From an optimization exercise on the open Yosys and OpenROAD flow, aimed at small area, a short achievable clock period and few clock cycles; shortcuts taken in it are not production practice.
Function was checked by simulation only, so behaviour that the tests miss may differ from the original.

[flow/design.v]
module multiple(a, s1, s2, ng, sum, carry);
  input  [14:0] a;
  input  [7:0] s1;
  input  [7:0] s2;
  input  [7:0] ng;
  output [29:0] sum;
  output [29:0] carry;
  wire pp_0_0 = ((s1[0] & a[0]) | (s2[0] & 1'b0)) ^ ng[0];
  wire pp_0_1 = ((s1[0] & a[1]) | (s2[0] & a[0])) ^ ng[0];
  wire pp_0_2 = ((s1[0] & a[2]) | (s2[0] & a[1])) ^ ng[0];
  wire pp_0_3 = ((s1[0] & a[3]) | (s2[0] & a[2])) ^ ng[0];
  wire pp_0_4 = ((s1[0] & a[4]) | (s2[0] & a[3])) ^ ng[0];
  wire pp_0_5 = ((s1[0] & a[5]) | (s2[0] & a[4])) ^ ng[0];
  wire pp_0_6 = ((s1[0] & a[6]) | (s2[0] & a[5])) ^ ng[0];
  wire pp_0_7 = ((s1[0] & a[7]) | (s2[0] & a[6])) ^ ng[0];
  wire pp_0_8 = ((s1[0] & a[8]) | (s2[0] & a[7])) ^ ng[0];
  wire pp_0_9 = ((s1[0] & a[9]) | (s2[0] & a[8])) ^ ng[0];
  wire pp_0_10 = ((s1[0] & a[10]) | (s2[0] & a[9])) ^ ng[0];
  wire pp_0_11 = ((s1[0] & a[11]) | (s2[0] & a[10])) ^ ng[0];
  wire pp_0_12 = ((s1[0] & a[12]) | (s2[0] & a[11])) ^ ng[0];
  wire pp_0_13 = ((s1[0] & a[13]) | (s2[0] & a[12])) ^ ng[0];
  wire pp_0_14 = ((s1[0] & a[14]) | (s2[0] & a[13])) ^ ng[0];
  wire pp_0_15 = ((s1[0] & 1'b0) | (s2[0] & a[14])) ^ ng[0];
  wire pp_1_0 = ((s1[1] & a[0]) | (s2[1] & 1'b0)) ^ ng[1];
  wire pp_1_1 = ((s1[1] & a[1]) | (s2[1] & a[0])) ^ ng[1];
  wire pp_1_2 = ((s1[1] & a[2]) | (s2[1] & a[1])) ^ ng[1];
  wire pp_1_3 = ((s1[1] & a[3]) | (s2[1] & a[2])) ^ ng[1];
  wire pp_1_4 = ((s1[1] & a[4]) | (s2[1] & a[3])) ^ ng[1];
  wire pp_1_5 = ((s1[1] & a[5]) | (s2[1] & a[4])) ^ ng[1];
  wire pp_1_6 = ((s1[1] & a[6]) | (s2[1] & a[5])) ^ ng[1];
  wire pp_1_7 = ((s1[1] & a[7]) | (s2[1] & a[6])) ^ ng[1];
  wire pp_1_8 = ((s1[1] & a[8]) | (s2[1] & a[7])) ^ ng[1];
  wire pp_1_9 = ((s1[1] & a[9]) | (s2[1] & a[8])) ^ ng[1];
  wire pp_1_10 = ((s1[1] & a[10]) | (s2[1] & a[9])) ^ ng[1];
  wire pp_1_11 = ((s1[1] & a[11]) | (s2[1] & a[10])) ^ ng[1];
  wire pp_1_12 = ((s1[1] & a[12]) | (s2[1] & a[11])) ^ ng[1];
  wire pp_1_13 = ((s1[1] & a[13]) | (s2[1] & a[12])) ^ ng[1];
  wire pp_1_14 = ((s1[1] & a[14]) | (s2[1] & a[13])) ^ ng[1];
  wire pp_1_15 = ((s1[1] & 1'b0) | (s2[1] & a[14])) ^ ng[1];
  wire pp_2_0 = ((s1[2] & a[0]) | (s2[2] & 1'b0)) ^ ng[2];
  wire pp_2_1 = ((s1[2] & a[1]) | (s2[2] & a[0])) ^ ng[2];
  wire pp_2_2 = ((s1[2] & a[2]) | (s2[2] & a[1])) ^ ng[2];
  wire pp_2_3 = ((s1[2] & a[3]) | (s2[2] & a[2])) ^ ng[2];
  wire pp_2_4 = ((s1[2] & a[4]) | (s2[2] & a[3])) ^ ng[2];
  wire pp_2_5 = ((s1[2] & a[5]) | (s2[2] & a[4])) ^ ng[2];
  wire pp_2_6 = ((s1[2] & a[6]) | (s2[2] & a[5])) ^ ng[2];
  wire pp_2_7 = ((s1[2] & a[7]) | (s2[2] & a[6])) ^ ng[2];
  wire pp_2_8 = ((s1[2] & a[8]) | (s2[2] & a[7])) ^ ng[2];
  wire pp_2_9 = ((s1[2] & a[9]) | (s2[2] & a[8])) ^ ng[2];
  wire pp_2_10 = ((s1[2] & a[10]) | (s2[2] & a[9])) ^ ng[2];
  wire pp_2_11 = ((s1[2] & a[11]) | (s2[2] & a[10])) ^ ng[2];
  wire pp_2_12 = ((s1[2] & a[12]) | (s2[2] & a[11])) ^ ng[2];
  wire pp_2_13 = ((s1[2] & a[13]) | (s2[2] & a[12])) ^ ng[2];
  wire pp_2_14 = ((s1[2] & a[14]) | (s2[2] & a[13])) ^ ng[2];
  wire pp_2_15 = ((s1[2] & 1'b0) | (s2[2] & a[14])) ^ ng[2];
  wire pp_3_0 = ((s1[3] & a[0]) | (s2[3] & 1'b0)) ^ ng[3];
  wire pp_3_1 = ((s1[3] & a[1]) | (s2[3] & a[0])) ^ ng[3];
  wire pp_3_2 = ((s1[3] & a[2]) | (s2[3] & a[1])) ^ ng[3];
  wire pp_3_3 = ((s1[3] & a[3]) | (s2[3] & a[2])) ^ ng[3];
  wire pp_3_4 = ((s1[3] & a[4]) | (s2[3] & a[3])) ^ ng[3];
  wire pp_3_5 = ((s1[3] & a[5]) | (s2[3] & a[4])) ^ ng[3];
  wire pp_3_6 = ((s1[3] & a[6]) | (s2[3] & a[5])) ^ ng[3];
  wire pp_3_7 = ((s1[3] & a[7]) | (s2[3] & a[6])) ^ ng[3];
  wire pp_3_8 = ((s1[3] & a[8]) | (s2[3] & a[7])) ^ ng[3];
  wire pp_3_9 = ((s1[3] & a[9]) | (s2[3] & a[8])) ^ ng[3];
  wire pp_3_10 = ((s1[3] & a[10]) | (s2[3] & a[9])) ^ ng[3];
  wire pp_3_11 = ((s1[3] & a[11]) | (s2[3] & a[10])) ^ ng[3];
  wire pp_3_12 = ((s1[3] & a[12]) | (s2[3] & a[11])) ^ ng[3];
  wire pp_3_13 = ((s1[3] & a[13]) | (s2[3] & a[12])) ^ ng[3];
  wire pp_3_14 = ((s1[3] & a[14]) | (s2[3] & a[13])) ^ ng[3];
  wire pp_3_15 = ((s1[3] & 1'b0) | (s2[3] & a[14])) ^ ng[3];
  wire pp_4_0 = ((s1[4] & a[0]) | (s2[4] & 1'b0)) ^ ng[4];
  wire pp_4_1 = ((s1[4] & a[1]) | (s2[4] & a[0])) ^ ng[4];
  wire pp_4_2 = ((s1[4] & a[2]) | (s2[4] & a[1])) ^ ng[4];
  wire pp_4_3 = ((s1[4] & a[3]) | (s2[4] & a[2])) ^ ng[4];
  wire pp_4_4 = ((s1[4] & a[4]) | (s2[4] & a[3])) ^ ng[4];
  wire pp_4_5 = ((s1[4] & a[5]) | (s2[4] & a[4])) ^ ng[4];
  wire pp_4_6 = ((s1[4] & a[6]) | (s2[4] & a[5])) ^ ng[4];
  wire pp_4_7 = ((s1[4] & a[7]) | (s2[4] & a[6])) ^ ng[4];
  wire pp_4_8 = ((s1[4] & a[8]) | (s2[4] & a[7])) ^ ng[4];
  wire pp_4_9 = ((s1[4] & a[9]) | (s2[4] & a[8])) ^ ng[4];
  wire pp_4_10 = ((s1[4] & a[10]) | (s2[4] & a[9])) ^ ng[4];
  wire pp_4_11 = ((s1[4] & a[11]) | (s2[4] & a[10])) ^ ng[4];
  wire pp_4_12 = ((s1[4] & a[12]) | (s2[4] & a[11])) ^ ng[4];
  wire pp_4_13 = ((s1[4] & a[13]) | (s2[4] & a[12])) ^ ng[4];
  wire pp_4_14 = ((s1[4] & a[14]) | (s2[4] & a[13])) ^ ng[4];
  wire pp_4_15 = ((s1[4] & 1'b0) | (s2[4] & a[14])) ^ ng[4];
  wire pp_5_0 = ((s1[5] & a[0]) | (s2[5] & 1'b0)) ^ ng[5];
  wire pp_5_1 = ((s1[5] & a[1]) | (s2[5] & a[0])) ^ ng[5];
  wire pp_5_2 = ((s1[5] & a[2]) | (s2[5] & a[1])) ^ ng[5];
  wire pp_5_3 = ((s1[5] & a[3]) | (s2[5] & a[2])) ^ ng[5];
  wire pp_5_4 = ((s1[5] & a[4]) | (s2[5] & a[3])) ^ ng[5];
  wire pp_5_5 = ((s1[5] & a[5]) | (s2[5] & a[4])) ^ ng[5];
  wire pp_5_6 = ((s1[5] & a[6]) | (s2[5] & a[5])) ^ ng[5];
  wire pp_5_7 = ((s1[5] & a[7]) | (s2[5] & a[6])) ^ ng[5];
  wire pp_5_8 = ((s1[5] & a[8]) | (s2[5] & a[7])) ^ ng[5];
  wire pp_5_9 = ((s1[5] & a[9]) | (s2[5] & a[8])) ^ ng[5];
  wire pp_5_10 = ((s1[5] & a[10]) | (s2[5] & a[9])) ^ ng[5];
  wire pp_5_11 = ((s1[5] & a[11]) | (s2[5] & a[10])) ^ ng[5];
  wire pp_5_12 = ((s1[5] & a[12]) | (s2[5] & a[11])) ^ ng[5];
  wire pp_5_13 = ((s1[5] & a[13]) | (s2[5] & a[12])) ^ ng[5];
  wire pp_5_14 = ((s1[5] & a[14]) | (s2[5] & a[13])) ^ ng[5];
  wire pp_5_15 = ((s1[5] & 1'b0) | (s2[5] & a[14])) ^ ng[5];
  wire pp_6_0 = ((s1[6] & a[0]) | (s2[6] & 1'b0)) ^ ng[6];
  wire pp_6_1 = ((s1[6] & a[1]) | (s2[6] & a[0])) ^ ng[6];
  wire pp_6_2 = ((s1[6] & a[2]) | (s2[6] & a[1])) ^ ng[6];
  wire pp_6_3 = ((s1[6] & a[3]) | (s2[6] & a[2])) ^ ng[6];
  wire pp_6_4 = ((s1[6] & a[4]) | (s2[6] & a[3])) ^ ng[6];
  wire pp_6_5 = ((s1[6] & a[5]) | (s2[6] & a[4])) ^ ng[6];
  wire pp_6_6 = ((s1[6] & a[6]) | (s2[6] & a[5])) ^ ng[6];
  wire pp_6_7 = ((s1[6] & a[7]) | (s2[6] & a[6])) ^ ng[6];
  wire pp_6_8 = ((s1[6] & a[8]) | (s2[6] & a[7])) ^ ng[6];
  wire pp_6_9 = ((s1[6] & a[9]) | (s2[6] & a[8])) ^ ng[6];
  wire pp_6_10 = ((s1[6] & a[10]) | (s2[6] & a[9])) ^ ng[6];
  wire pp_6_11 = ((s1[6] & a[11]) | (s2[6] & a[10])) ^ ng[6];
  wire pp_6_12 = ((s1[6] & a[12]) | (s2[6] & a[11])) ^ ng[6];
  wire pp_6_13 = ((s1[6] & a[13]) | (s2[6] & a[12])) ^ ng[6];
  wire pp_6_14 = ((s1[6] & a[14]) | (s2[6] & a[13])) ^ ng[6];
  wire pp_6_15 = ((s1[6] & 1'b0) | (s2[6] & a[14])) ^ ng[6];
  wire pp_7_0 = ((s1[7] & a[0]) | (s2[7] & 1'b0)) ^ ng[7];
  wire pp_7_1 = ((s1[7] & a[1]) | (s2[7] & a[0])) ^ ng[7];
  wire pp_7_2 = ((s1[7] & a[2]) | (s2[7] & a[1])) ^ ng[7];
  wire pp_7_3 = ((s1[7] & a[3]) | (s2[7] & a[2])) ^ ng[7];
  wire pp_7_4 = ((s1[7] & a[4]) | (s2[7] & a[3])) ^ ng[7];
  wire pp_7_5 = ((s1[7] & a[5]) | (s2[7] & a[4])) ^ ng[7];
  wire pp_7_6 = ((s1[7] & a[6]) | (s2[7] & a[5])) ^ ng[7];
  wire pp_7_7 = ((s1[7] & a[7]) | (s2[7] & a[6])) ^ ng[7];
  wire pp_7_8 = ((s1[7] & a[8]) | (s2[7] & a[7])) ^ ng[7];
  wire pp_7_9 = ((s1[7] & a[9]) | (s2[7] & a[8])) ^ ng[7];
  wire pp_7_10 = ((s1[7] & a[10]) | (s2[7] & a[9])) ^ ng[7];
  wire pp_7_11 = ((s1[7] & a[11]) | (s2[7] & a[10])) ^ ng[7];
  wire pp_7_12 = ((s1[7] & a[12]) | (s2[7] & a[11])) ^ ng[7];
  wire pp_7_13 = ((s1[7] & a[13]) | (s2[7] & a[12])) ^ ng[7];
  wire pp_7_14 = ((s1[7] & a[14]) | (s2[7] & a[13])) ^ ng[7];
  wire pp_7_15 = ((s1[7] & 1'b0) | (s2[7] & a[14])) ^ ng[7];
  wire hs1 = pp_0_10 ^ pp_1_8;
  wire hc2 = pp_0_10 & pp_1_8;
  wire hs3 = pp_0_11 ^ pp_1_9;
  wire hc4 = pp_0_11 & pp_1_9;
  wire fs5 = pp_0_12 ^ pp_1_10 ^ pp_2_8;
  wire fc6 = (pp_0_12 & pp_1_10) | (pp_0_12 & pp_2_8) | (pp_1_10 & pp_2_8);
  wire hs7 = pp_3_6 ^ pp_4_4;
  wire hc8 = pp_3_6 & pp_4_4;
  wire fs9 = pp_0_13 ^ pp_1_11 ^ pp_2_9;
  wire fc10 = (pp_0_13 & pp_1_11) | (pp_0_13 & pp_2_9) | (pp_1_11 & pp_2_9);
  wire hs11 = pp_3_7 ^ pp_4_5;
  wire hc12 = pp_3_7 & pp_4_5;
  wire fs13 = pp_0_14 ^ pp_1_12 ^ pp_2_10;
  wire fc14 = (pp_0_14 & pp_1_12) | (pp_0_14 & pp_2_10) | (pp_1_12 & pp_2_10);
  wire fs15 = pp_3_8 ^ pp_4_6 ^ pp_5_4;
  wire fc16 = (pp_3_8 & pp_4_6) | (pp_3_8 & pp_5_4) | (pp_4_6 & pp_5_4);
  wire hs17 = pp_6_2 ^ pp_7_0;
  wire hc18 = pp_6_2 & pp_7_0;
  wire fs19 = pp_0_15 ^ pp_1_13 ^ pp_2_11;
  wire fc20 = (pp_0_15 & pp_1_13) | (pp_0_15 & pp_2_11) | (pp_1_13 & pp_2_11);
  wire fs21 = pp_3_9 ^ pp_4_7 ^ pp_5_5;
  wire fc22 = (pp_3_9 & pp_4_7) | (pp_3_9 & pp_5_5) | (pp_4_7 & pp_5_5);
  wire hs23 = pp_6_3 ^ pp_7_1;
  wire hc24 = pp_6_3 & pp_7_1;
  wire fs25 = ~ng[0] ^ pp_1_14 ^ pp_2_12;
  wire fc26 = (~ng[0] & pp_1_14) | (~ng[0] & pp_2_12) | (pp_1_14 & pp_2_12);
  wire fs27 = pp_3_10 ^ pp_4_8 ^ pp_5_6;
  wire fc28 = (pp_3_10 & pp_4_8) | (pp_3_10 & pp_5_6) | (pp_4_8 & pp_5_6);
  wire fs29 = pp_6_4 ^ pp_7_2 ^ 1'b1;
  wire fc30 = (pp_6_4 & pp_7_2) | (pp_6_4 & 1'b1) | (pp_7_2 & 1'b1);
  wire fs31 = pp_1_15 ^ pp_2_13 ^ pp_3_11;
  wire fc32 = (pp_1_15 & pp_2_13) | (pp_1_15 & pp_3_11) | (pp_2_13 & pp_3_11);
  wire fs33 = pp_4_9 ^ pp_5_7 ^ pp_6_5;
  wire fc34 = (pp_4_9 & pp_5_7) | (pp_4_9 & pp_6_5) | (pp_5_7 & pp_6_5);
  wire hs35 = pp_7_3 ^ 1'b1;
  wire hc36 = pp_7_3 & 1'b1;
  wire fs37 = ~ng[1] ^ pp_2_14 ^ pp_3_12;
  wire fc38 = (~ng[1] & pp_2_14) | (~ng[1] & pp_3_12) | (pp_2_14 & pp_3_12);
  wire fs39 = pp_4_10 ^ pp_5_8 ^ pp_6_6;
  wire fc40 = (pp_4_10 & pp_5_8) | (pp_4_10 & pp_6_6) | (pp_5_8 & pp_6_6);
  wire fs41 = pp_2_15 ^ pp_3_13 ^ pp_4_11;
  wire fc42 = (pp_2_15 & pp_3_13) | (pp_2_15 & pp_4_11) | (pp_3_13 & pp_4_11);
  wire hs43 = pp_5_9 ^ pp_6_7;
  wire hc44 = pp_5_9 & pp_6_7;
  wire fs45 = ~ng[2] ^ pp_3_14 ^ pp_4_12;
  wire fc46 = (~ng[2] & pp_3_14) | (~ng[2] & pp_4_12) | (pp_3_14 & pp_4_12);
  wire hs47 = pp_3_15 ^ pp_4_13;
  wire hc48 = pp_3_15 & pp_4_13;
  wire hs49 = pp_0_6 ^ pp_1_4;
  wire hc50 = pp_0_6 & pp_1_4;
  wire hs51 = pp_0_7 ^ pp_1_5;
  wire hc52 = pp_0_7 & pp_1_5;
  wire fs53 = pp_0_8 ^ pp_1_6 ^ pp_2_4;
  wire fc54 = (pp_0_8 & pp_1_6) | (pp_0_8 & pp_2_4) | (pp_1_6 & pp_2_4);
  wire hs55 = pp_3_2 ^ pp_4_0;
  wire hc56 = pp_3_2 & pp_4_0;
  wire fs57 = pp_0_9 ^ pp_1_7 ^ pp_2_5;
  wire fc58 = (pp_0_9 & pp_1_7) | (pp_0_9 & pp_2_5) | (pp_1_7 & pp_2_5);
  wire hs59 = pp_3_3 ^ pp_4_1;
  wire hc60 = pp_3_3 & pp_4_1;
  wire fs61 = hs1 ^ pp_2_6 ^ pp_3_4;
  wire fc62 = (hs1 & pp_2_6) | (hs1 & pp_3_4) | (pp_2_6 & pp_3_4);
  wire fs63 = pp_4_2 ^ pp_5_0 ^ ng[5];
  wire fc64 = (pp_4_2 & pp_5_0) | (pp_4_2 & ng[5]) | (pp_5_0 & ng[5]);
  wire fs65 = hc2 ^ hs3 ^ pp_2_7;
  wire fc66 = (hc2 & hs3) | (hc2 & pp_2_7) | (hs3 & pp_2_7);
  wire fs67 = pp_3_5 ^ pp_4_3 ^ pp_5_1;
  wire fc68 = (pp_3_5 & pp_4_3) | (pp_3_5 & pp_5_1) | (pp_4_3 & pp_5_1);
  wire fs69 = hc4 ^ fs5 ^ hs7;
  wire fc70 = (hc4 & fs5) | (hc4 & hs7) | (fs5 & hs7);
  wire fs71 = pp_5_2 ^ pp_6_0 ^ ng[6];
  wire fc72 = (pp_5_2 & pp_6_0) | (pp_5_2 & ng[6]) | (pp_6_0 & ng[6]);
  wire fs73 = fc6 ^ hc8 ^ fs9;
  wire fc74 = (fc6 & hc8) | (fc6 & fs9) | (hc8 & fs9);
  wire fs75 = hs11 ^ pp_5_3 ^ pp_6_1;
  wire fc76 = (hs11 & pp_5_3) | (hs11 & pp_6_1) | (pp_5_3 & pp_6_1);
  wire fs77 = fc10 ^ hc12 ^ fs13;
  wire fc78 = (fc10 & hc12) | (fc10 & fs13) | (hc12 & fs13);
  wire fs79 = fs15 ^ hs17 ^ ng[7];
  wire fc80 = (fs15 & hs17) | (fs15 & ng[7]) | (hs17 & ng[7]);
  wire fs81 = fc14 ^ fc16 ^ hc18;
  wire fc82 = (fc14 & fc16) | (fc14 & hc18) | (fc16 & hc18);
  wire fs83 = fs19 ^ fs21 ^ hs23;
  wire fc84 = (fs19 & fs21) | (fs19 & hs23) | (fs21 & hs23);
  wire fs85 = fc20 ^ fc22 ^ hc24;
  wire fc86 = (fc20 & fc22) | (fc20 & hc24) | (fc22 & hc24);
  wire fs87 = fs25 ^ fs27 ^ fs29;
  wire fc88 = (fs25 & fs27) | (fs25 & fs29) | (fs27 & fs29);
  wire fs89 = fc26 ^ fc28 ^ fc30;
  wire fc90 = (fc26 & fc28) | (fc26 & fc30) | (fc28 & fc30);
  wire fs91 = fs31 ^ fs33 ^ hs35;
  wire fc92 = (fs31 & fs33) | (fs31 & hs35) | (fs33 & hs35);
  wire fs93 = fc32 ^ fc34 ^ hc36;
  wire fc94 = (fc32 & fc34) | (fc32 & hc36) | (fc34 & hc36);
  wire fs95 = fs37 ^ fs39 ^ pp_7_4;
  wire fc96 = (fs37 & fs39) | (fs37 & pp_7_4) | (fs39 & pp_7_4);
  wire fs97 = fc38 ^ fc40 ^ fs41;
  wire fc98 = (fc38 & fc40) | (fc38 & fs41) | (fc40 & fs41);
  wire fs99 = hs43 ^ pp_7_5 ^ 1'b1;
  wire fc100 = (hs43 & pp_7_5) | (hs43 & 1'b1) | (pp_7_5 & 1'b1);
  wire fs101 = fc42 ^ hc44 ^ fs45;
  wire fc102 = (fc42 & hc44) | (fc42 & fs45) | (hc44 & fs45);
  wire fs103 = pp_5_10 ^ pp_6_8 ^ pp_7_6;
  wire fc104 = (pp_5_10 & pp_6_8) | (pp_5_10 & pp_7_6) | (pp_6_8 & pp_7_6);
  wire fs105 = fc46 ^ hs47 ^ pp_5_11;
  wire fc106 = (fc46 & hs47) | (fc46 & pp_5_11) | (hs47 & pp_5_11);
  wire fs107 = pp_6_9 ^ pp_7_7 ^ 1'b1;
  wire fc108 = (pp_6_9 & pp_7_7) | (pp_6_9 & 1'b1) | (pp_7_7 & 1'b1);
  wire fs109 = hc48 ^ ~ng[3] ^ pp_4_14;
  wire fc110 = (hc48 & ~ng[3]) | (hc48 & pp_4_14) | (~ng[3] & pp_4_14);
  wire fs111 = pp_5_12 ^ pp_6_10 ^ pp_7_8;
  wire fc112 = (pp_5_12 & pp_6_10) | (pp_5_12 & pp_7_8) | (pp_6_10 & pp_7_8);
  wire fs113 = pp_4_15 ^ pp_5_13 ^ pp_6_11;
  wire fc114 = (pp_4_15 & pp_5_13) | (pp_4_15 & pp_6_11) | (pp_5_13 & pp_6_11);
  wire hs115 = pp_7_9 ^ 1'b1;
  wire hc116 = pp_7_9 & 1'b1;
  wire fs117 = ~ng[4] ^ pp_5_14 ^ pp_6_12;
  wire fc118 = (~ng[4] & pp_5_14) | (~ng[4] & pp_6_12) | (pp_5_14 & pp_6_12);
  wire hs119 = pp_5_15 ^ pp_6_13;
  wire hc120 = pp_5_15 & pp_6_13;
  wire hs121 = pp_0_4 ^ pp_1_2;
  wire hc122 = pp_0_4 & pp_1_2;
  wire hs123 = pp_0_5 ^ pp_1_3;
  wire hc124 = pp_0_5 & pp_1_3;
  wire fs125 = hs49 ^ pp_2_2 ^ pp_3_0;
  wire fc126 = (hs49 & pp_2_2) | (hs49 & pp_3_0) | (pp_2_2 & pp_3_0);
  wire fs127 = hc50 ^ hs51 ^ pp_2_3;
  wire fc128 = (hc50 & hs51) | (hc50 & pp_2_3) | (hs51 & pp_2_3);
  wire fs129 = hc52 ^ fs53 ^ hs55;
  wire fc130 = (hc52 & fs53) | (hc52 & hs55) | (fs53 & hs55);
  wire fs131 = fc54 ^ hc56 ^ fs57;
  wire fc132 = (fc54 & hc56) | (fc54 & fs57) | (hc56 & fs57);
  wire fs133 = fc58 ^ hc60 ^ fs61;
  wire fc134 = (fc58 & hc60) | (fc58 & fs61) | (hc60 & fs61);
  wire fs135 = fc62 ^ fc64 ^ fs65;
  wire fc136 = (fc62 & fc64) | (fc62 & fs65) | (fc64 & fs65);
  wire fs137 = fc66 ^ fc68 ^ fs69;
  wire fc138 = (fc66 & fc68) | (fc66 & fs69) | (fc68 & fs69);
  wire fs139 = fc70 ^ fc72 ^ fs73;
  wire fc140 = (fc70 & fc72) | (fc70 & fs73) | (fc72 & fs73);
  wire fs141 = fc74 ^ fc76 ^ fs77;
  wire fc142 = (fc74 & fc76) | (fc74 & fs77) | (fc76 & fs77);
  wire fs143 = fc78 ^ fc80 ^ fs81;
  wire fc144 = (fc78 & fc80) | (fc78 & fs81) | (fc80 & fs81);
  wire fs145 = fc82 ^ fc84 ^ fs85;
  wire fc146 = (fc82 & fc84) | (fc82 & fs85) | (fc84 & fs85);
  wire fs147 = fc86 ^ fc88 ^ fs89;
  wire fc148 = (fc86 & fc88) | (fc86 & fs89) | (fc88 & fs89);
  wire fs149 = fc90 ^ fc92 ^ fs93;
  wire fc150 = (fc90 & fc92) | (fc90 & fs93) | (fc92 & fs93);
  wire fs151 = fc94 ^ fc96 ^ fs97;
  wire fc152 = (fc94 & fc96) | (fc94 & fs97) | (fc96 & fs97);
  wire fs153 = fc98 ^ fc100 ^ fs101;
  wire fc154 = (fc98 & fc100) | (fc98 & fs101) | (fc100 & fs101);
  wire fs155 = fc102 ^ fc104 ^ fs105;
  wire fc156 = (fc102 & fc104) | (fc102 & fs105) | (fc104 & fs105);
  wire fs157 = fc106 ^ fc108 ^ fs109;
  wire fc158 = (fc106 & fc108) | (fc106 & fs109) | (fc108 & fs109);
  wire fs159 = fc110 ^ fc112 ^ fs113;
  wire fc160 = (fc110 & fc112) | (fc110 & fs113) | (fc112 & fs113);
  wire fs161 = fc114 ^ hc116 ^ fs117;
  wire fc162 = (fc114 & hc116) | (fc114 & fs117) | (hc116 & fs117);
  wire fs163 = fc118 ^ hs119 ^ pp_7_11;
  wire fc164 = (fc118 & hs119) | (fc118 & pp_7_11) | (hs119 & pp_7_11);
  wire fs165 = hc120 ^ ~ng[5] ^ pp_6_14;
  wire fc166 = (hc120 & ~ng[5]) | (hc120 & pp_6_14) | (~ng[5] & pp_6_14);
  wire hs167 = pp_6_15 ^ pp_7_13;
  wire hc168 = pp_6_15 & pp_7_13;
  wire hs169 = pp_0_2 ^ pp_1_0;
  wire hc170 = pp_0_2 & pp_1_0;
  wire hs171 = pp_0_3 ^ pp_1_1;
  wire hc172 = pp_0_3 & pp_1_1;
  wire fs173 = hs121 ^ pp_2_0 ^ ng[2];
  wire fc174 = (hs121 & pp_2_0) | (hs121 & ng[2]) | (pp_2_0 & ng[2]);
  wire fs175 = hc122 ^ hs123 ^ pp_2_1;
  wire fc176 = (hc122 & hs123) | (hc122 & pp_2_1) | (hs123 & pp_2_1);
  wire fs177 = hc124 ^ fs125 ^ ng[3];
  wire fc178 = (hc124 & fs125) | (hc124 & ng[3]) | (fs125 & ng[3]);
  wire fs179 = fc126 ^ fs127 ^ pp_3_1;
  wire fc180 = (fc126 & fs127) | (fc126 & pp_3_1) | (fs127 & pp_3_1);
  wire fs181 = fc128 ^ fs129 ^ ng[4];
  wire fc182 = (fc128 & fs129) | (fc128 & ng[4]) | (fs129 & ng[4]);
  wire fs183 = fc130 ^ fs131 ^ hs59;
  wire fc184 = (fc130 & fs131) | (fc130 & hs59) | (fs131 & hs59);
  wire fs185 = fc132 ^ fs133 ^ fs63;
  wire fc186 = (fc132 & fs133) | (fc132 & fs63) | (fs133 & fs63);
  wire fs187 = fc134 ^ fs135 ^ fs67;
  wire fc188 = (fc134 & fs135) | (fc134 & fs67) | (fs135 & fs67);
  wire fs189 = fc136 ^ fs137 ^ fs71;
  wire fc190 = (fc136 & fs137) | (fc136 & fs71) | (fs137 & fs71);
  wire fs191 = fc138 ^ fs139 ^ fs75;
  wire fc192 = (fc138 & fs139) | (fc138 & fs75) | (fs139 & fs75);
  wire fs193 = fc140 ^ fs141 ^ fs79;
  wire fc194 = (fc140 & fs141) | (fc140 & fs79) | (fs141 & fs79);
  wire fs195 = fc142 ^ fs143 ^ fs83;
  wire fc196 = (fc142 & fs143) | (fc142 & fs83) | (fs143 & fs83);
  wire fs197 = fc144 ^ fs145 ^ fs87;
  wire fc198 = (fc144 & fs145) | (fc144 & fs87) | (fs145 & fs87);
  wire fs199 = fc146 ^ fs147 ^ fs91;
  wire fc200 = (fc146 & fs147) | (fc146 & fs91) | (fs147 & fs91);
  wire fs201 = fc148 ^ fs149 ^ fs95;
  wire fc202 = (fc148 & fs149) | (fc148 & fs95) | (fs149 & fs95);
  wire fs203 = fc150 ^ fs151 ^ fs99;
  wire fc204 = (fc150 & fs151) | (fc150 & fs99) | (fs151 & fs99);
  wire fs205 = fc152 ^ fs153 ^ fs103;
  wire fc206 = (fc152 & fs153) | (fc152 & fs103) | (fs153 & fs103);
  wire fs207 = fc154 ^ fs155 ^ fs107;
  wire fc208 = (fc154 & fs155) | (fc154 & fs107) | (fs155 & fs107);
  wire fs209 = fc156 ^ fs157 ^ fs111;
  wire fc210 = (fc156 & fs157) | (fc156 & fs111) | (fs157 & fs111);
  wire fs211 = fc158 ^ fs159 ^ hs115;
  wire fc212 = (fc158 & fs159) | (fc158 & hs115) | (fs159 & hs115);
  wire fs213 = fc160 ^ fs161 ^ pp_7_10;
  wire fc214 = (fc160 & fs161) | (fc160 & pp_7_10) | (fs161 & pp_7_10);
  wire fs215 = fc162 ^ fs163 ^ 1'b1;
  wire fc216 = (fc162 & fs163) | (fc162 & 1'b1) | (fs163 & 1'b1);
  wire fs217 = fc164 ^ fs165 ^ pp_7_12;
  wire fc218 = (fc164 & fs165) | (fc164 & pp_7_12) | (fs165 & pp_7_12);
  wire fs219 = fc166 ^ hs167 ^ 1'b1;
  wire fc220 = (fc166 & hs167) | (fc166 & 1'b1) | (hs167 & 1'b1);
  wire fs221 = hc168 ^ ~ng[6] ^ pp_7_14;
  wire fc222 = (hc168 & ~ng[6]) | (hc168 & pp_7_14) | (~ng[6] & pp_7_14);
  wire hs223 = pp_7_15 ^ 1'b1;
  wire hc224 = pp_7_15 & 1'b1;
  assign sum[0] = pp_0_0;
  assign carry[0] = ng[0];
  assign sum[1] = pp_0_1;
  assign carry[1] = 1'b0;
  assign sum[2] = hs169;
  assign carry[2] = ng[1];
  assign sum[3] = hc170;
  assign carry[3] = hs171;
  assign sum[4] = hc172;
  assign carry[4] = fs173;
  assign sum[5] = fc174;
  assign carry[5] = fs175;
  assign sum[6] = fc176;
  assign carry[6] = fs177;
  assign sum[7] = fc178;
  assign carry[7] = fs179;
  assign sum[8] = fc180;
  assign carry[8] = fs181;
  assign sum[9] = fc182;
  assign carry[9] = fs183;
  assign sum[10] = fc184;
  assign carry[10] = fs185;
  assign sum[11] = fc186;
  assign carry[11] = fs187;
  assign sum[12] = fc188;
  assign carry[12] = fs189;
  assign sum[13] = fc190;
  assign carry[13] = fs191;
  assign sum[14] = fc192;
  assign carry[14] = fs193;
  assign sum[15] = fc194;
  assign carry[15] = fs195;
  assign sum[16] = fc196;
  assign carry[16] = fs197;
  assign sum[17] = fc198;
  assign carry[17] = fs199;
  assign sum[18] = fc200;
  assign carry[18] = fs201;
  assign sum[19] = fc202;
  assign carry[19] = fs203;
  assign sum[20] = fc204;
  assign carry[20] = fs205;
  assign sum[21] = fc206;
  assign carry[21] = fs207;
  assign sum[22] = fc208;
  assign carry[22] = fs209;
  assign sum[23] = fc210;
  assign carry[23] = fs211;
  assign sum[24] = fc212;
  assign carry[24] = fs213;
  assign sum[25] = fc214;
  assign carry[25] = fs215;
  assign sum[26] = fc216;
  assign carry[26] = fs217;
  assign sum[27] = fc218;
  assign carry[27] = fs219;
  assign sum[28] = fc220;
  assign carry[28] = fs221;
  assign sum[29] = fc222;
  assign carry[29] = hs223;
endmodule
module adder(acc, hit, sign, mag, sum);
  input  [31:0] acc;
  input         hit;
  input         sign;
  input  [29:0] mag;
  output [31:0] sum;
  wire s = hit & sign;
  wire [31:0] b = hit ? {s, s, mag ^ {30{s}}} : 32'd0;
  wire [32:0] t = {acc, 1'b1} + {b, s};
  assign sum = t[32:1];
endmodule
module process_unit(acc, lo, grp, nz, act, y);
  input  [31:0] acc;
  input         lo;
  input  [2:0]  grp;
  input         nz;
  input         act;
  output [15:0] y;
  wire neg = acc[31];
  wire zero = act & (neg | nz);
  wire [3:0] below = {lo | grp[0] | grp[1] | grp[2], lo | grp[0] | grp[1], lo | grp[0], lo};
  wire [14:0] mag;
  genvar k, i;
  generate
    for (k = 0; k < 4; k = k + 1)
      begin : g
        for (i = 0; i < 4; i = i + 1)
          begin : b
            if (4*k + i < 15)
              begin : o
                wire part;
                if (i == 0)
                  begin : p0
                    assign part = 1'b0;
                  end
                else
                  begin : pn
                    assign part = |acc[9 + 4*k +: i];
                  end
                assign mag[4*k + i] = acc[9 + 4*k + i] ^ (neg & (below[k] | part));
              end
          end
      end
  endgenerate
  assign y = zero ? 16'h0000 : {neg | nz, mag};
endmodule
module nzaa_layer(
  clk,
  rst_n,
  ld_en,
  ld_sel,
  ld_addr,
  ld_data,
  start,
  n_in,
  a_in,
  bias,
  need_act,
  done,
  y
);
  input clk;
  input rst_n;
  input ld_en;
  input[1:0] ld_sel;      
  input[4:0] ld_addr;
  input[15:0] ld_data;
  input start;
  input[4:0] n_in;        
  input[255:0] a_in;      
  input[15:0] bias;
  input need_act;
  output reg done;
  output[255:0] y;        
  reg[15:0] v_ram [0:31];
  reg[3:0]  zp_ram [0:31];    
  reg[5:0]  p_ram [0:16];
  always @(posedge clk)
  begin
    if (ld_en && ld_sel == 2'd0)
      v_ram[ld_addr] <= ld_data;
    if (ld_en && ld_sel == 2'd1)
      zp_ram[ld_addr] <= ld_data[3:0] + 4'd1;
    if (ld_en && ld_sel == 2'd2 && ld_addr <= 5'd16)
      p_ram[ld_addr] <= ld_data[5:0];
  end
  integer i, l, m;
  reg[3:0] ecol [0:31];
  reg[31:0] ecs;
  reg[127:0] ec;          
  reg[3:0] c1;
  reg[15:0] lo;
  reg run;
  integer e, ei, e2;
  always @(*)
    for (e = 0; e < 32; e = e + 1)
      begin
        run = 1'b1;
        lo = 16'd0;
        for (ei = 1; ei < 16; ei = ei + 1)
          begin
            run = run && (p_ram[ei] <= e);
            lo[ei] = run;
          end
        c1[3] = lo[8];
        c1[2] = (lo[4] & ~lo[8]) | lo[12];
        c1[1] = (lo[2] & ~lo[4]) | (lo[6] & ~lo[8]) | (lo[10] & ~lo[12]) | lo[14];
        c1[0] = (lo[1] & ~lo[2]) | (lo[3] & ~lo[4]) | (lo[5] & ~lo[6]) | (lo[7] & ~lo[8]) |
                (lo[9] & ~lo[10]) | (lo[11] & ~lo[12]) | (lo[13] & ~lo[14]) | lo[15];
        ec[4*e +: 4] = c1;
      end
  always @(posedge clk)
    for (e2 = 0; e2 < 32; e2 = e2 + 1)
      begin
        ecol[e2] <= ec[4*e2 +: 4];
        ecs[e2] <= (p_ram[0] == e2) || (e2 > 0 && ec[4*e2 +: 4] != ec[4*((e2 + 31) % 32) +: 4]);
      end
  reg busy;               
  reg pre;                
  reg fetching;
  reg[255:0] a_reg;
  reg act;
  reg[15:0] breg;
  reg[5:0] pe;            
  reg[2:0] g;             
  reg[7:0] gsel;          
  reg[3:0] r_last;        
  reg hold;               
  reg plast;
  reg pw;                 
  wire accept = start && !busy;
  wire[4:0] n_cl = (n_in > 5'd16) ? 5'd16 : n_in;
  wire[5:0] p0 = p_ram[0];
  wire[2:0] g0 = p0[5] ? 3'd7 : p0[4:2];
  wire[255:0] a_src = busy ? a_reg : a_in;
  wire[5:0] pe_src = busy ? pe : p_ram[n_cl];
  wire fadv = busy ? fetching : (start && !pw);    
  reg[3:0]  lv, cs;
  reg[15:0] zp, rr;
  reg[63:0] al_all, vl_all;
  reg[3:0]  c;
  reg[4:0]  kx;
  reg[5:0]  feq_n;
  reg[95:0] bs_all;       
  reg[15:0] vb;
  reg[3:0]  z01, z12, z23, z012, z123, z0123;
  always @(*)
  begin
    for (l = 0; l < 4; l = l + 1)
      begin
        kx = {g, l[1:0]};
        lv[l] = ({1'b0, kx} >= p0) && ({1'b0, kx} < pe_src);
        cs[l] = 1'b0;
        zp[4*l +: 4] = 4'd0;
        c = 4'd0;
        vl_all[16*l +: 16] = 16'd0;
        for (i = 0; i < 8; i = i + 1)
          if (gsel[i])
            begin
              cs[l] = cs[l] | ecs[4*i + l];
              zp[4*l +: 4] = zp[4*l +: 4] | zp_ram[4*i + l];
              c = c | ecol[4*i + l];
              vl_all[16*l +: 16] = vl_all[16*l +: 16] | v_ram[4*i + l];
            end
        al_all[16*l +: 16] = a_src[16*c +: 16];
        vb = {vl_all[16*l +: 15], 1'b0};
        for (i = 0; i < 8; i = i + 1)
          begin
            bs_all[24*l + i]      = vb[2*i + 1] ^ vb[2*i];
            bs_all[24*l + 8 + i]  = (i == 7) ? (vb[15] & vb[14]) :
                                    (vb[2*i + 2] & ~vb[2*i + 1] & ~vb[2*i]) | (~vb[2*i + 2] & vb[2*i + 1] & vb[2*i]);
            bs_all[24*l + 16 + i] = (i == 7) ? 1'b0 : vb[2*i + 2];
          end
      end
    z01 = zp[3:0] + zp[7:4];
    z12 = zp[7:4] + zp[11:8];
    z23 = zp[11:8] + zp[15:12];
    z012 = z01 + zp[11:8];
    z123 = z12 + zp[15:12];
    z0123 = z01 + z23;
    rr[3:0]   = cs[0] ? zp[3:0] : r_last + zp[3:0];
    rr[7:4]   = cs[1] ? zp[7:4] : cs[0] ? z01 : r_last + z01;
    rr[11:8]  = cs[2] ? zp[11:8] : cs[1] ? z12 : cs[0] ? z012 : r_last + z012;
    rr[15:12] = cs[3] ? zp[15:12] : cs[2] ? z23 : cs[1] ? z123 : cs[0] ? z0123 : r_last + z0123;
    feq_n[0] = (rr[3:0] == rr[7:4]);
    feq_n[1] = (rr[3:0] == rr[11:8]);
    feq_n[2] = (rr[7:4] == rr[11:8]);
    feq_n[3] = (rr[3:0] == rr[15:12]);
    feq_n[4] = (rr[7:4] == rr[15:12]);
    feq_n[5] = (rr[11:8] == rr[15:12]);
  end
  wire[5:0] nk = {g + 3'd1, 2'd0} + (g == 3'd7 ? 6'd32 : 6'd0);
  wire last_grp = (g == 3'd7) || (busy && nk >= pe);
  reg[3:0] pm;            
  reg flast;              
  reg[59:0] fa;
  reg[95:0] fb;
  reg[3:0] fs;
  reg[15:0] frr;
  reg[5:0] feq;           
  reg[3:0] iss;
  reg blk;
  always @(*)
  begin
    iss[0] = pm[0];
    blk = pm[1] & pm[0] & feq[0];
    iss[1] = pm[1] & ~blk;
    blk = blk | (pm[2] & ((pm[0] & feq[1]) | (pm[1] & feq[2])));
    iss[2] = pm[2] & ~blk;
    blk = blk | (pm[3] & ((pm[0] & feq[3]) | (pm[1] & feq[4]) | (pm[2] & feq[5])));
    iss[3] = pm[3] & ~blk;
    hold = (pm & ~iss) != 4'd0;
  end
  always @(posedge clk or negedge rst_n)
  begin
    if (!rst_n)
      begin
        busy <= 1'b0;
        pre <= 1'b0;
        fetching <= 1'b0;
        done <= 1'b0;
        g <= 3'd0;
        gsel <= 8'd0;
        r_last <= 4'd0;
        act <= 1'b0;
        pm <= 4'd0;
        flast <= 1'b0;
        pw <= 1'b1;             
      end
    else
      begin
        pre <= accept;
        pw <= ld_en && ld_sel == 2'd2 && ld_addr <= 5'd16;
        if (accept)
          begin
            busy <= 1'b1;
            done <= 1'b0;
            act <= need_act;
          end
        else if (plast)
          begin
            busy <= 1'b0;
            done <= 1'b1;
          end
        if (hold)
          pm <= pm & ~iss;
        else
          begin
            pm <= fadv ? lv : 4'd0;
            flast <= fadv && last_grp;
            if (fadv)
              r_last <= rr[15:12];
          end
        if (fadv && !hold)
          begin
            g <= last_grp ? g0 : g + 3'd1;
            gsel <= last_grp ? (8'd1 << g0) : {gsel[6:0], gsel[7]};
            fetching <= !last_grp;
          end
        else if (!busy)
          begin
            g <= g0;
            gsel <= 8'd1 << g0;
            fetching <= accept;
          end
      end
  end
  always @(posedge clk)
  begin
    if (!busy)
      begin
        a_reg <= a_in;
        breg <= bias;
        pe <= p_ram[n_cl];
      end
    if (!hold)
      begin
        for (l = 0; l < 4; l = l + 1)
          begin
            fa[15*l +: 15] <= al_all[16*l +: 15];
            fs[l] <= al_all[16*l + 15] ^ vl_all[16*l + 15];
          end
        fb <= bs_all;
        frr <= rr;
        feq <= feq_n;
      end
  end
  wire[29:0] ms0, mc0, ms1, mc1, ms2, mc2, ms3, mc3;
  multiple mul0(.a(fa[14:0]),  .s1(fb[7:0]),   .s2(fb[15:8]),  .ng(fb[23:16]), .sum(ms0), .carry(mc0));
  multiple mul1(.a(fa[29:15]), .s1(fb[31:24]), .s2(fb[39:32]), .ng(fb[47:40]), .sum(ms1), .carry(mc1));
  multiple mul2(.a(fa[44:30]), .s1(fb[55:48]), .s2(fb[63:56]), .ng(fb[71:64]), .sum(ms2), .carry(mc2));
  multiple mul3(.a(fa[59:45]), .s1(fb[79:72]), .s2(fb[87:80]), .ng(fb[95:88]), .sum(ms3), .carry(mc3));
  reg[119:0] pp;
  reg[3:0] ps;
  reg[63:0] phit;         
  always @(posedge clk or negedge rst_n)
  begin
    if (!rst_n)
      begin
        plast <= 1'b0;
        phit <= 64'd0;
      end
    else
      begin
        plast <= flast && !hold;
        for (l = 0; l < 4; l = l + 1)
          for (i = 0; i < 16; i = i + 1)
            phit[16*l + i] <= iss[l] && (frr[4*l +: 4] == ((i + 1) % 16));
      end
  end
  always @(posedge clk)
  begin
    pp <= {ms3 + mc3, ms2 + mc2, ms1 + mc1, ms0 + mc0};
    ps <= fs;
  end
  wire[31:0] bmag = {8'd0, breg[14:0], 9'd0};
  wire[31:0] btc = breg[15] ? (~bmag + 32'd1) : bmag;
  reg[31:0] acc [0:15];
  reg[15:0] nz;
  reg[15:0] lo9;          
  reg[47:0] grp;          
  genvar j;
  generate
    for (j = 0; j < 16; j = j + 1)
      begin : rows
        wire[3:0] h = {phit[48 + j], phit[32 + j], phit[16 + j], phit[j]};
        wire hit = |h;
        wire sg = |(h & ps);
        wire[29:0] mg = ({30{h[0]}} & pp[29:0]) | ({30{h[1]}} & pp[59:30]) |
                        ({30{h[2]}} & pp[89:60]) | ({30{h[3]}} & pp[119:90]);
        wire[31:0] sum;
        adder add(.acc(acc[j]), .hit(hit), .sign(sg), .mag(mg), .sum(sum));
        always @(posedge clk)
          begin
            acc[j] <= pre ? btc : sum;
            nz[j] <= pre ? (breg == 16'h8000) : (nz[j] & ~hit);
            lo9[j] <= pre ? 1'b0 : |sum[8:0];
            grp[3*j +: 3] <= pre ? {|btc[20:17], |btc[16:13], |btc[12:9]} : {|sum[20:17], |sum[16:13], |sum[12:9]};
          end
        process_unit outc(.acc(acc[j]), .lo(lo9[j]), .grp(grp[3*j +: 3]), .nz(nz[j]), .act(act), .y(y[16*j +: 16]));
      end
  endgenerate
endmodule
[flow/run.sh]
#!/bin/bash
# synth_recipe.tcl (not shown) runs the flow's synth.tcl, then flattens the netlist and writes it again
# the make line also repeats each setting of config.mk as NAME=value (left out here)
make -C /OpenROAD-flow-scripts/flow DESIGN_CONFIG=/design/flow/config.mk WORK_HOME=/design/flow/orfs CLKGATE_MAP_FILE= SYNTH_SCRIPT=/design/flow/synth_recipe.tcl finish
[flow/config.mk]
export PLATFORM = sky130hd
export DESIGN_NAME = nzaa_layer
export DESIGN_NICKNAME = nzaa_layer
export VERILOG_FILES = /design/flow/design.v
export SDC_FILE = /design/flow/constraint.sdc
export NUM_CORES = 4
export LEC_CHECK = 0
export CAP_MARGIN = 20
export CORE_MARGIN = 2
export CORE_UTILIZATION = 40
export PLACE_DENSITY = 0.6
export SETUP_SLACK_MARGIN = 4.4
export SLEW_MARGIN = 20
[flow/constraint.sdc]
create_clock -name core_clock -period 10.0 [get_ports {clk}]
set_input_delay 2.0000 -clock core_clock [delete_from_list [all_inputs] [get_ports {clk}]]
set_output_delay 2.0000 -clock core_clock [all_outputs]
set_load 0.01 [all_outputs]
==> summary.md <==
| Metric | Value |
|---|---|
| Fill cell count | `approximately 37000` |
| Initial core utilization | `40.23%` |
| FP Rows | `between 200 and 250` |
| Placed instance area | `0.1668 sq mm` |
| Post-synthesis async set-or-reset flop share | `4.203%` |
| Buf/Inv on CP | `4` |
| # Max-Cap Violations | `0` |
| Die H | `~630 um` |
| Core box area | `0.3897 sq mm` |
| Vias in the first global route | `133743` |
| Syn_area_per_cell | `8.936 sq um` |
| Final count of pins violating max slew | `0` |
| Endpoints failing hold | `0` |
| CP Capture Type | `flop` |
| Buffer depth of the longest clock path | `4` |
| Worst slack at placement | `about 3.3 ns` |
| I/O Buffers | `about 560` |
| Io pins | `between 500 and 600` |
| CP top delay family | `buffers and inverters` |
| Chip width | `approximately 630 um` |
| Predominant post-synthesis flop cell | `dfxtp_1` |
| Via count | `146023` |
| Max transition margin | `9.981%` |
| FMAX | `178.8 MHz` |
| Drt first pass iters | `10` |
| Hold_buf cts | `0` |
| Initial antenna violation count | `73` |
| Root buffer cell | `clkbuf_16` |
| H-tree depth | `5` |
| Synthesized net count | `18949` |
| Synthesis-to-finish area growth | `14.35%` |
| Worst hold slack | `0.3311 ns` |
| Number of enable flip-flop cells after synthesis | `936` |
| Clk pin slew, worst setup/hold paths | `approximately 0.06 ns` |
| Worst Path Required | `10.56 ns` |
| Tmin final | `5.592 ns` |
| Setup TNS | `0 ns` |
| Clock Sinks | `2165` |
| Residual DRC count | `0` |
| Final net count | `19146` |
| Worst endpoint data arrival time | `6.16 ns` |
| Seq/Total Area, Yosys | `33.92%` |
| Kind of critical path | `flop to flop` |
| Routed WL | `682.3 mm` |
| Die ar. | `~0.4 sq mm` |
| Worst slew pin tran | `1.336 ns` |
| Setup violators final | `0` |
| Share of cells above drive strength 1 | `9.339%` |
| Antenna Nets Post-Route | `0` |
| Initial DRC Count | `19258` |
| Setup crit start kind | `flop` |
| Unrepaired setup endpoints after global routing | `yes` |
| Critical Path Fanout Max | `62` |
| Largest stage delay, worst path | `between 0.8 and 0.9 ns` |
| Synth unique cells | `111` |
| Synth Cell Area | `around 0.16 sq mm` |
| Status | `finished clean` |
| HP Class | `flop to flop` |
| All-layer global routing usage | `32.83%` |
| GPL Wtd Cong | `around 1.1` |
| Post-DP HPWL | `478.3 mm` |
| CTS buffer count | `262` |
| Skew final | `0.05835 ns` |
| Largest net degree at the start of global routing | `129` |
| Total global routing overflow | `0` |
| Via density per instance | `6.299` |
| CP Cell Sequence | `buf_4, buf_4, a22oi_1, nand4_1, buf_4, buf_6, nor2_1, a21oi_1, o21ai_0, o21ai_0, o21ai_0` |
| WL/cell | `29.43 um` |
| Skew-Pair Late Insertion Delay | `0.96 ns` |
| Warning count from the yosys run | `5` |
| CTS tree | `built` |
| Post-synthesis register bit count | `2165` |
| Gate Count Post-Synth | `17543` |
| Finished Cell Area | `0.1793 sq mm` |
| Worst setup margin | `4.408 ns` |
| Period utilization | `between 50% and 60%` |
| First-pass GRT wire length | `a little under 1000 mm` |
| Slowest cell on the critical path | `dfrtp_4` |
==> metrics by stage <==
stage          util (%)  cells
6_report          46.00  23183
5_1_grt           45.98  23151
4_1_cts           45.50  22972
3_5_place_dp      42.81  22287
3_3_place_gp      42.81  22286
2_1_floorplan         -  17543
==> synth_stat cells, drive strengths merged, types with 120 or more instances <==
library cell / n / share of area, %
ha: 759 / 6.1
nand3: 238 / 0.77
a21o: 417 / 2.0
nand4: 190 / 0.76
xnor2: 1392 / 7.8
edfxtp: 936 / 18
mux2: 158 / 1.1
o211ai: 498 / 2.4
inv: 789 / 1.9
a221oi: 512 / 2.9
o21ai: 1042 / 3.3
o31ai: 120 / 0.58
nand2b: 157 / 0.63
a22oi: 874 / 4.2
clkbuf: 1194 / 2.9
fa: 342 / 4.4
buf: 217 / 0.55
mux2i: 174 / 1.1
a21oi: 1044 / 3.3
a31oi: 128 / 0.52
a22o: 497 / 2.8
dfxtp: 1138 / 15
nand2: 1337 / 3.2
nor2: 1271 / 3.1
nor3: 172 / 0.57
nor2b: 135 / 0.54
xor2: 514 / 2.9
==> cell usage in the layout (no fill, tap or decap), types with 115 or more instances in the layout <==
cell type           n
xnor2_1          1391
nand2_1          1317
nor2_1           1239
dfxtp_1          1107
a21oi_1          1039
o21ai_0           964
edfxtp_1          936
a22oi_1           871
inv_1             764
ha_1              754
buf_4             732
clkdlybuf4s50_1   548
xor2_1            513
a221oi_1          510
o211ai_1          498
a22o_1            497
a21o_1            417
fa_1              342
clkbuf_16         268
nand3_1           235
nand4_1           190
mux2i_1           173
nor3_1            162
mux2_2            157
nand2b_1          157
a31oi_1           125
nor2b_1           122
and2_1            118
o31ai_1           117
or3_1             115
==> per-layer routing <==
metal	part of all wire, %	up-vias	wire length (um)	GRT usage (%)
met5	0.10	-	700	0.4710
met4	7.1	53	48130	19.52
met3	11	2149	77210	9.104
met2	42	9009	284400	48.42
met1	40	70207	271800	42.69
li1	-	64605	-	-
==> final timing paths <==
path	start	end	slack (ns)	cells after the start
max	gsel[1]$_DFFE_PN0P_	fa[44]$_DFFE_PN_	4.41	11
min in group asynchronous	rst_n	gsel[4]$_DFFE_PN0P_	1.01	1
min reg2reg	fs[2]$_DFFE_PN_	ps[2]$_DFF_P_	0.33	0
max in group asynchronous	rst_n	phit[32]$_DFF_PN0_	7.60	2
min	fs[2]$_DFFE_PN_	ps[2]$_DFF_P_	0.33	0
max reg2reg	gsel[1]$_DFFE_PN0P_	fa[44]$_DFFE_PN_	4.41	11
==> worst register-to-register path, cell delays in order (launching register included) <==
cell and delay, ns:
dfrtp_4 0.84, buf_4 0.50, buf_4 0.63, a22oi_1 0.23, nand4_1 0.15, buf_4 0.60, buf_6 0.61, nor2_1 0.11
a21oi_1 0.12, o21ai_0 0.14, o21ai_0 0.81, o21ai_0 0.47
==> cell families (layout without fill, tap and decap cells) <==
family	count (synthesis)	count (layout)	synth area share, %
mux	342	342	2.392
compound gates	5764	5764	25.36
simple gates	4062	4062	11.95
fa+ha+maj	1104	1104	10.44
other cells	0	39	0
xor+xnor	1906	1906	10.65
flops	2165	2165	33.92
buf+inv	2200	2604	5.294
==> final cells by class <==
class / count / area [sq um] / area share (%)
diodes: 39 / 97.59 / 0.05444
well taps: 5197 / 6502 / 3.627
repair buffers: 1344 / 11990 / 6.688
multi-input cells: 13178 / 95740 / 53.41
inverters: 789 / 2997 / 1.672
clock inverters: 133 / 1495 / 0.8341
clock buffers: 338 / 7189 / 4.011
flip-flops and latches: 2165 / 53250 / 29.71
==> what timing repair did <==
| item | 4_1_cts | 5_1_grt |
|---|---|---|
| endpoints found under the setup margin | 78 | 152 |
| hold endpoints to repair | 0 | 0 |
| gates resized for setup | 17 | 62 |
| buffers inserted | 214 | 171 |
| pin swaps | 0 | 5 |
Testbench counts, summed over its fixed seeds: cycles 2,210.

[afterwards: timing with drivers on the ports]
In the flow no input, the clock included, has a driving cell. The finished layout below was timed again as built, in two steps. Step 1 sets driving cells, clkbuf_16 on the clock port and buf_2 on the other inputs (assumed; they add their load-dependent delay and slew). Step 2 adds t to the input delays and takes it off the output delays; t is the mean of the earliest and latest rising clock arrival at the registers after step 1. Input paths then give back, and output paths get back, about the clock's delay inside the block. Three values: ideal ports, drivers, drivers and shift; two values: the first two.
t, ns: 1.053
setup WS [ns]: 4.408 / 4.408 / 3.783
hold slack, ns: 0.331 / 0.331 / 0.331
worst register clock-pin slew, ns: 0.07 / 0.07
After both steps setup and hold are still met in this run. For this run, drivers alone change the setup slack by 0.000 ns; drivers and shift together by -0.625 ns.
